This is an optimization exercise on Yosys and OpenROAD, whose aim is small area, a short achievable clock period and few clock cycles per item, not a production implementation.

==> flow/design.v <==
`timescale 1ns/10ps
module leading_ones
  #
  (
   parameter SELECTOR,
   parameter BITS      = 16
   )
  (
   input wire [BITS-1:0]         SW,
   output logic [$clog2(BITS):0] LED
   );
  generate
    if (SELECTOR == "UNIQUE_CASE") begin : g_UNIQUE_CASE
      always_comb begin
        LED           = '0;  
        unique case (1'b1)
          SW[15]:  LED  = 16;
          SW[14]:  LED  = 15;
          SW[13]:  LED  = 14;
          SW[12]:  LED  = 13;
          SW[11]:  LED  = 12;
          SW[10]:  LED  = 11;
          SW[9]:   LED  = 10;
          SW[8]:   LED  = 9;
          SW[7]:   LED  = 8;
          SW[6]:   LED  = 7;
          SW[5]:   LED  = 6;
          SW[4]:   LED  = 5;
          SW[3]:   LED  = 4;
          SW[2]:   LED  = 3;
          SW[1]:   LED  = 2;
          SW[0]:   LED  = 1;
        endcase
      end  
    end else if (SELECTOR == "CASE") begin : g_CASE  
      always_comb begin
        LED           = '0;  
        case (1'b1)
          SW[15]:  LED  = 16;
          SW[14]:  LED  = 15;
          SW[13]:  LED  = 14;
          SW[12]:  LED  = 13;
          SW[11]:  LED  = 12;
          SW[10]:  LED  = 11;
          SW[9]:   LED  = 10;
          SW[8]:   LED  = 9;
          SW[7]:   LED  = 8;
          SW[6]:   LED  = 7;
          SW[5]:   LED  = 6;
          SW[4]:   LED  = 5;
          SW[3]:   LED  = 4;
          SW[2]:   LED  = 3;
          SW[1]:   LED  = 2;
          SW[0]:   LED  = 1;
          default: LED  = 0;
        endcase
      end  
    end else if (SELECTOR == "DOWN_FOR") begin : g_UP_IF
      logic found;
      always_comb begin
        LED = '0;
        found = 1'b0;
        for (int i = $high(SW); i >= $low(SW); i--) begin
          if (SW[i] && !found) begin
            LED = i + 1;
            found = 1'b1;
          end
        end
      end
    end else if (SELECTOR == "UP_FOR") begin : g_DOWN_IF
      always_comb begin
        LED = '0;
        for (int i = $low(SW); i <= $high(SW); i++) begin
          if (SW[i]) begin
            LED = i + 1;
          end
        end
      end
    end
  endgenerate
endmodule
`timescale 1ns/10ps
module divider_nr
  #
  (
   parameter BITS      = 16
   )
  (
   input wire                       clk,
   input wire                       reset,
   input wire                       start,
   input wire unsigned [BITS-1:0]   dividend,
   input wire unsigned [BITS-1:0]   divisor,
   output logic                     done,
   output logic unsigned [BITS-1:0] quotient,
   output logic unsigned [BITS-1:0] remainder
   );
  localparam BC = $clog2(BITS);
  logic [BITS-1:0] rem_q;      
  logic [BITS-3:0] quo_q;      
  logic [BC-2:0]   cnt_q;      
  logic [1:0]      bits_q;     
  logic            busy_q;
  logic [BC:0] na, nb;
  leading_ones #(.SELECTOR("DOWN_FOR"), .BITS(BITS)) u_lod_a (.SW(dividend), .LED(na));
  leading_ones #(.SELECTOR("DOWN_FOR"), .BITS(BITS)) u_lod_b (.SW(divisor | 1'b1), .LED(nb));
  logic signed [BC+1:0] diff;
  logic [BC-2:0]        sh;
  assign diff = $signed({1'b0, na}) - $signed({1'b0, nb});
  assign sh   = diff[BC+1] ? '0 : diff[BC-1:1];
  logic [BC-2:0] psel;
  assign psel = start ? sh : cnt_q - 1'b1;
  localparam W = BITS + 3;
  logic [W-1:0] t, b1, b2, d1, d2, d3, cs_s, cs_c;
  assign t  = {3'b0, rem_q, bits_q};
  assign b1 = {3'b0, divisor};
  assign b2 = {2'b0, divisor, 1'b0};
  assign d1 = t - b1;
  assign d2 = t - b2;
  assign cs_s = t ^ ~b1 ^ ~b2;
  assign cs_c = {((t & ~b1) | (t & ~b2) | (~b1 & ~b2)), 1'b0};
  assign d3 = cs_s + cs_c + 2'd2;
  logic [1:0]      q;
  logic [BITS-1:0] rn;
  always_comb begin
    if (!d3[W-1]) begin
      q  = 2'd3;
      rn = d3[BITS-1:0];
    end else if (!d2[W-1]) begin
      q  = 2'd2;
      rn = d2[BITS-1:0];
    end else if (!d1[W-1]) begin
      q  = 2'd1;
      rn = d1[BITS-1:0];
    end else begin
      q  = 2'd0;
      rn = t[BITS-1:0];
    end
  end
  assign done      = busy_q && (cnt_q == '0);
  assign quotient  = {quo_q, q};
  assign remainder = rn;
  always_ff @(posedge clk) begin
    bits_q <= dividend[2*psel +: 2];
    if (start) begin
      busy_q <= 1'b1;
      cnt_q  <= sh;
      rem_q  <= (dividend >> 2) >> {sh, 1'b0};
      quo_q  <= '0;
    end else begin
      if (busy_q) cnt_q <= cnt_q - 1'b1;
      if (done) busy_q <= 1'b0;
      rem_q <= rn;
      quo_q <= {quo_q[BITS-5:0], q};
    end
    if (reset) busy_q <= 1'b0;
  end
endmodule
export LEC_CHECK = 0
export ABC_CLOCK_PERIOD_IN_PS = 2500
export CAP_MARGIN = 20
export CORE_MARGIN = 2
export CORE_UTILIZATION = 40
export SLEW_MARGIN = 20
create_clock -name core_clock -period 5.0 [get_ports {clk}]
run.sh (not shown) runs the stock make flow with config.mk's settings and CLKGATE_MAP_FILE= SYNTH_SCRIPT=/design/flow/synth_recipe.tcl, a recipe that flattens the netlist after the stock synthesis.
The starting point finished but fails on setup timing.
Change:
--- a/flow/config.mk
+++ b/flow/config.mk
@@ -8 +7,0 @@
-export ABC_CLOCK_PERIOD_IN_PS = 2500
Result: The changed run reached the layout checks and failed them: setup timing. Utilization does not change. Wire length is unchanged. Design area is unchanged.
No functional check of the RTL was part of any run of this note.

Another version of the RTL of divider_nr (not shown whole).
Size: roughly 820 cells after synthesis, ~57 flip-flops, about 0.0046 mm^2 of cells after synthesis.
==> flow/config.mk <==
export PLATFORM = sky130hd
export DESIGN_NAME = divider_nr
export DESIGN_NICKNAME = divider_nr
export VERILOG_FILES = /design/flow/design.v
export SDC_FILE = /design/flow/constraint.sdc
export NUM_CORES = 4
export LEC_CHECK = 0
export ABC_AREA = 1
export CAP_MARGIN = 20
export CORE_MARGIN = 2
export CORE_UTILIZATION = 60
export SETUP_SLACK_MARGIN = 2.3
export SLEW_MARGIN = 20
==> flow/constraint.sdc <==
create_clock -name core_clock -period 5.0 [get_ports {clk}]
set_input_delay 1.0000 -clock core_clock [delete_from_list [all_inputs] [get_ports {clk}]]
set_output_delay 1.0000 -clock core_clock [all_outputs]
set_load 0.01 [all_outputs]
standard.sh (not shown) runs the stock make flow with config.mk's settings and CLKGATE_MAP_FILE= SYNTH_SCRIPT=/design/flow/synth_recipe.tcl, a recipe that flattens the netlist after the stock synthesis.
==> flow/flow/run.sh <==
#!/bin/bash
cp standard.sh standard_sh.txt
export BUFFER_PORTS_ARGS="-buffer_cell sky130_fd_sc_hd__buf_2"
export ADDER_MAP_FILE=
bash standard.sh > standard.log 2>&1
Then changed:
--- a/flow/config.mk
+++ b/flow/config.mk
@@ -11,3 +11,3 @@
 export CORE_UTILIZATION = 60
-export SETUP_SLACK_MARGIN = 2.3
+export SETUP_SLACK_MARGIN = 2.0
 export SLEW_MARGIN = 20
=>
- clock skew drops by 3.7 ps
- worst setup slack got worse by 130 ps
- cell count drops by 1.0%
- fmax drops by 4.5%
- non-clock buffer count drops by 10
No functional check of the RTL was part of any run of this note.

## re-timing with driven ports
The results above use ideal ports. As a check the final layouts listed here were re-extracted and re-timed, cells and wires unchanged. Step 1, drivers: a clkbuf_16 drives clk and a buf_2 each remaining input, both assumed. Step 2 times the ports against the registers' clock, not the clock port: input delays grow and output delays shrink by t, the midpoint of the rising clock arrivals with the driver on. a / b / c = ideal / step 1 / step 2; a / b = the first two.
run | t (ns) | setup WS [ns] | worst setup path after step 2 | slew at the worst register clock pin (ns) | pins driven straight from the clock port
the first run of note 1 | 0.326 | -0.357 / -0.391 / -0.391 | input to output | 0.07 / 0.07 | 1
the second run of note 1 | 0.326 | -0.357 / -0.391 / -0.391 | input to output | 0.07 / 0.07 | 1
the first run of note 2 | 0.383 | 2.329 / 2.295 / 1.991 | input to register | 0.08 / 0.08 | 1
the second run of note 2 | 0.373 | 2.204 / 2.204 / 1.858 | input to register | 0.08 / 0.08 | 1
For the second run of note 2, which loses most, drivers alone change the setup slack by 0.000 ns; drivers and shift together by -0.346 ns.
